Background: an optimization exercise with open tools, aiming at small area and a short achievable clock period. Do not read the settings as production practice. Where RTL was checked, it was by simulation tests only, not by an equivalence proof against the original. No activity file was given, so power comes from the tool's default toggle rates.

== the previous run ==
==> flow/design.v (excerpt) <==
module compute_array (
    input clk, clear,
    input [3:0] tile_opcode,
    input [63:0] value_a, value_b,
    output [63:0] wire_out
);
Size: roughly 2300 cells after synthesis, roughly 200 I/O pins.
export LEC_CHECK = 0
export CAP_MARGIN = 20
export CORE_MARGIN = 2
export CORE_UTILIZATION = 40
export SETUP_SLACK_MARGIN = 3.7
export SLEW_MARGIN = 20
export SYNTH_HIERARCHICAL = 1
export SYNTH_MINIMUM_KEEP_SIZE = 0
create_clock -name core_clock -period 16.0 [get_ports {clk}]
standard.sh (not shown) runs the stock make flow with config.mk's settings and CLKGATE_MAP_FILE= SYNTH_SCRIPT=/design/flow/synth_recipe.tcl, a recipe that flattens the netlist after the stock synthesis.
==> flow/flow/run.sh <==
#!/bin/bash
# The standard layout (the standard.sh: standard synthesis, then ORFS to
# finish) with two changes:
# - the port buffers are sky130_fd_sc_hd__buf_1 cells in place of the delay
#   buffers buffer_ports picks by default;
# - before floorplanning, flow/downsize.tcl sets the combinational cells that
#   synthesis sized up back to drive strength 1 (repair sizes up again).
set -euo pipefail
here=$(pwd)
bash standard.sh synth > synth_flow.log 2>&1
bash standard.sh BUFFER_PORTS_ARGS="-buffer_cell sky130_fd_sc_hd__buf_1" \
    PRE_FLOORPLAN_TCL="$here/flow/downsize.tcl" finish > layout_flow.log 2>&1
==> flow/flow/downsize.tcl <==
# Before floorplanning: put every combinational cell that synthesis sized up
# back to its drive-strength-1 variant of the same function. The resizer's
# repair steps later size up again what slew, capacitance or timing need.
set db [ord::get_db]
set block [ord::get_db_block]
set n 0
foreach inst [$block getInsts] {
  set name [[$inst getMaster] getName]
  if { [regexp {^(sky130_fd_sc_hd__[a-z0-9]+)_([0-9]+)$} $name -> base drv] && $drv > 1 } {
    if { [string match "*__df*" $base] || [string match "*__sdf*" $base] || [string match "*__edf*" $base] } {
      continue
    }
    set master [$db findMaster ${base}_1]
    if { $master != "NULL" } {
      $inst swapMaster $master
      incr n
    }
  }
}
puts "downsize.tcl: $n instances set to drive strength 1"
## Diff of input files: the current run against the previous run
diff --git a/flow/design.v b/flow/design.v
--- a/flow/design.v
+++ b/flow/design.v
@@ -9,19 +9,16 @@
 assign y = ~(s ? a1 : a0);
 endmodule
 module cellNor2 (input a, b, output y);
 assign y = ~(a | b);
 endmodule
 module cellO22ai (input a1, a2, b1, b2, output y);
 assign y = ~((a1 | a2) & (b1 | b2));
 endmodule
-module cellA22oi (input a1, a2, b1, b2, output y);
-assign y = ~((a1 & a2) | (b1 & b2));
-endmodule
 module cellXor2 (input a, b, output y);
 assign y = a ^ b;
 endmodule
 module cellAnd2 (input a, b, output y);
 assign y = a & b;
 endmodule
 module resultBit (
 input x, yn, prod_n,
@@ -401,17 +398,17 @@
 wire eqop = opcode[2:0] == 3'd6;
 wire minop = opcode == 4'd12;
 wire maxop = opcode == 4'd13;
 wire cy = read | (cache_ok & ~clear & ~mac);
 wire [15:0] yn;
 genvar i;
 generate
     for (i = 0; i < 16; i = i + 1) begin: opnd
-        cellA22oi ym(cy, R[i], ~cy, input1_wire[i], yn[i]);
+        cellMux2i ym(input1_wire[i], R[i], cy, yn[i]);
     end
 endgenerate
 wire rowsel = arith & ~isadd;
 wire [16:0] xe = {x, 1'b0};
 wire [7:0] one, two, neg, on, tn, ng;
 genvar k;
 generate
     for (k = 0; k < 8; k = k + 1) begin: benc
Results
- The current run was carried through to the last stage, and its layout satisfied the timing, design-rule and antenna checks.
- The previous run ended up with wire_out[62] as its destination of the critical timing path; the current run ended up with wire_out[47].
- On the current run: proportion of power drawn by combinational gates is 1.0 points higher than what the previous run gave.
- Looking at core box area across the current run and the previous run, the one that comes out lower is the previous run.
- Summary of the current run over the previous run: largest fanout on the critical path grew by 12, worst vdd rail ir drop went up, routed wire length on met2 moved down, met1 wire length decreased by about 5% relative to the old numbers, core utilization shows a reduction of 1.0 points.
For the previous run, only the layout was checked, not whether the RTL still works.

========
the reference run:
compute_array, a different RTL version from the one above (not shown whole).
Size: about 2300 cells after synthesis.
export LEC_CHECK = 0
export CAP_MARGIN = 0
export CORE_MARGIN = 2
export CORE_UTILIZATION = 40
export CTS_BUF_LIST = sky130_fd_sc_hd__clkbuf_8
export SETUP_SLACK_MARGIN = 3.9
export SLEW_MARGIN = 0
export SYNTH_HIERARCHICAL = 1
export SYNTH_MINIMUM_KEEP_SIZE = 0
create_clock -name core_clock -period 16.0 [get_ports {clk}]
Scripts as last shown in full above: flow/flow/run.sh, flow/flow/downsize.tcl
[inputs] the trial run vs the reference run
--- a/flow/design.v
+++ b/flow/design.v
@@ -409,25 +409,26 @@
 );
 reg [15:0] R;
 wire [15:0] x = input0;
 wire mac = opcode == 4'd15;
 wire read = opcode == 4'd8;
 wire arith = opcode[1:0] == 2'd3;           
 wire isadd = opcode[2:0] == 3'd3;           
 wire flagop = ~opcode[3] & (opcode[2:0] == 3'd4 | opcode[2:0] == 3'd5)
             | opcode[2:0] == 3'd6;           
 wire eqop = opcode[2:0] == 3'd6;
 wire minop = opcode == 4'd12;
 wire maxop = opcode == 4'd13;
-wire cy = read | (cache_ok & ~clear & ~mac);
+wire cy = cache_ok & ~clear & ~mac;
+wire readr = read & ~zeroed;
 wire [15:0] yn;
 genvar i;
 generate
     for (i = 0; i < 16; i = i + 1) begin: opnd
         cellMux2i ym(input1_wire[i], R[i], cy, yn[i]);
     end
 endgenerate
 wire rowsel = arith & ~isadd;
 wire [16:0] xe = {x, 1'b0};
 wire [7:0] one, two, neg, on, tn, ng;
 genvar k;
 generate
@@ -438,25 +439,25 @@
         assign neg[k] = xe[2*k+2];
         if (k == 0) begin: d0
             assign on[k] = ~(arith & (isadd | one[k]));
         end else begin: dk
             assign on[k] = ~(rowsel & one[k]);
         end
         assign tn[k] = ~(rowsel & two[k]);
         assign ng[k] = rowsel & neg[k];
     end
 endgenerate
 wire r7b1 = (~on[7] & (~yn[1] ^ (ng[7] & ~yn[0]))) | (~tn[7] & ~yn[0]);
 wire macm = mac & mac_last;
-wire [15:0] z = ({16{isadd}} & x) | ({16{macm}} & R);
+wire [15:0] z = ({16{isadd}} & x) | ({16{macm | readr}} & R);
 wire q1;
 wire p3;
 wire q5;
 wire p7;
 wire q9;
 wire p11;
 wire q13;
 wire p15;
 wire q17;
 wire p19;
 wire q21;
 wire p23;
@@ -937,25 +938,25 @@
 fullAdder u477(c365, s427, c425, s475, c476);
 fullAdder u480(c371, s430, c428, s478, c479);
 fullAdder u483(c377, s433, c431, s481, c482);
 fullAdder u486(c383, s436, c434, s484, c485);
 fullAdder u489(c389, s439, c437, s487, c488);
 fullAdder u492(c395, s442, c440, s490, c491);
 wire [15:0] prod_n;
 prefixAdder cpa({s490, s487, s484, s481, s478, s475, s472, s469, s466, s463, s460, s457, s454, s451, s448, p3}, {c488, c485, c482, c479, c476, c473, c470, c467, c464, c461, c458, c455, c452, c449, c446, s445}, prod_n);
 wire lt, eq;
 compare16 cmp(x, yn, opcode[3], lt, eq);
 wire t_and = opcode[2:0] == 3'd1;
 wire t_x = opcode[2:0] == 3'd2 | (minop & lt) | (maxop & ~lt);
-wire t_y = opcode[2:0] == 3'd2 | (minop & ~lt) | (maxop & lt) | (read & ~zeroed);
+wire t_y = opcode[2:0] == 3'd2 | (minop & ~lt) | (maxop & lt);
 wire t_xy = t_and | t_y;
 wire t_nx = opcode == 4'd0;
 wire bit0 = flagop & (eqop ? eq : lt);
 wire [15:0] pn = {prod_n[15:1], prod_n[0] & ~bit0};
 wire [15:0] f;
 generate
     for (i = 0; i < 16; i = i + 1) begin: res
         resultBit rb(x[i], yn[i], pn[i], ~t_x, ~t_xy, ~t_y, ~t_nx, f[i]);
     end
 endgenerate
 assign cellOut = f;
 always @(posedge clk)
==> comparison <==
~same sequential cell area in the trial run and the reference run
Comparing total power after layout for the trial run and the reference run, the smaller number came from the trial run.
Taking the reference run as the reference, in the trial run clock network power consumption has increased, total routed wirelength climbed about 3.6%, pre-CTS setup slack now sits lower, first-iteration DRC count lost 104.
The lower combinational share of power of the trial run and the reference run is in the trial run.
Function not checked in the trial run: the RTL went through the layout flow alone.

re-timing with driven ports:
No port has a modelled driver above. Below, the same layouts with a new extraction and two added sets of constraints. Step 1 (the two cells are an assumption about what drives the block):
set clk [get_ports {clk}]
set_driving_cell -lib_cell sky130_fd_sc_hd__clkbuf_16 $clk
set_driving_cell -lib_cell sky130_fd_sc_hd__buf_2 [delete_from_list [all_inputs] $clk]
Step 2 adds t to the input delays and takes it off the output delays; t is the mean of the earliest and latest rising clock arrival at the registers after step 1. Input paths then give back, and output paths get back, about the clock's delay inside the block. Slacks: ideal / step 1 / step 2; pairs: ideal / step 1.
| run | t, ns | setup slack, ns | worst register clock-pin slew, ns | worst data-port slew with drivers (ns) |
|---|---|---|---|---|
| the previous run | 0.437 | 3.970 / 3.907 / 3.907 | 0.08 / 0.08 | 0.10 |
| the current run | 0.451 | 4.005 / 3.979 / 3.979 | 0.08 / 0.08 | 0.09 |
| the reference run | 0.484 | 4.222 / 4.198 / 4.198 | 0.10 / 0.10 | 0.08 |
| the trial run | 0.498 | 4.102 / 4.080 / 4.080 | 0.12 / 0.12 | 0.09 |
After both steps setup and hold are still met in every run listed. The setup slack of the previous run, which loses most, moves by -0.063 ns with the drivers and by -0.063 ns with both steps.
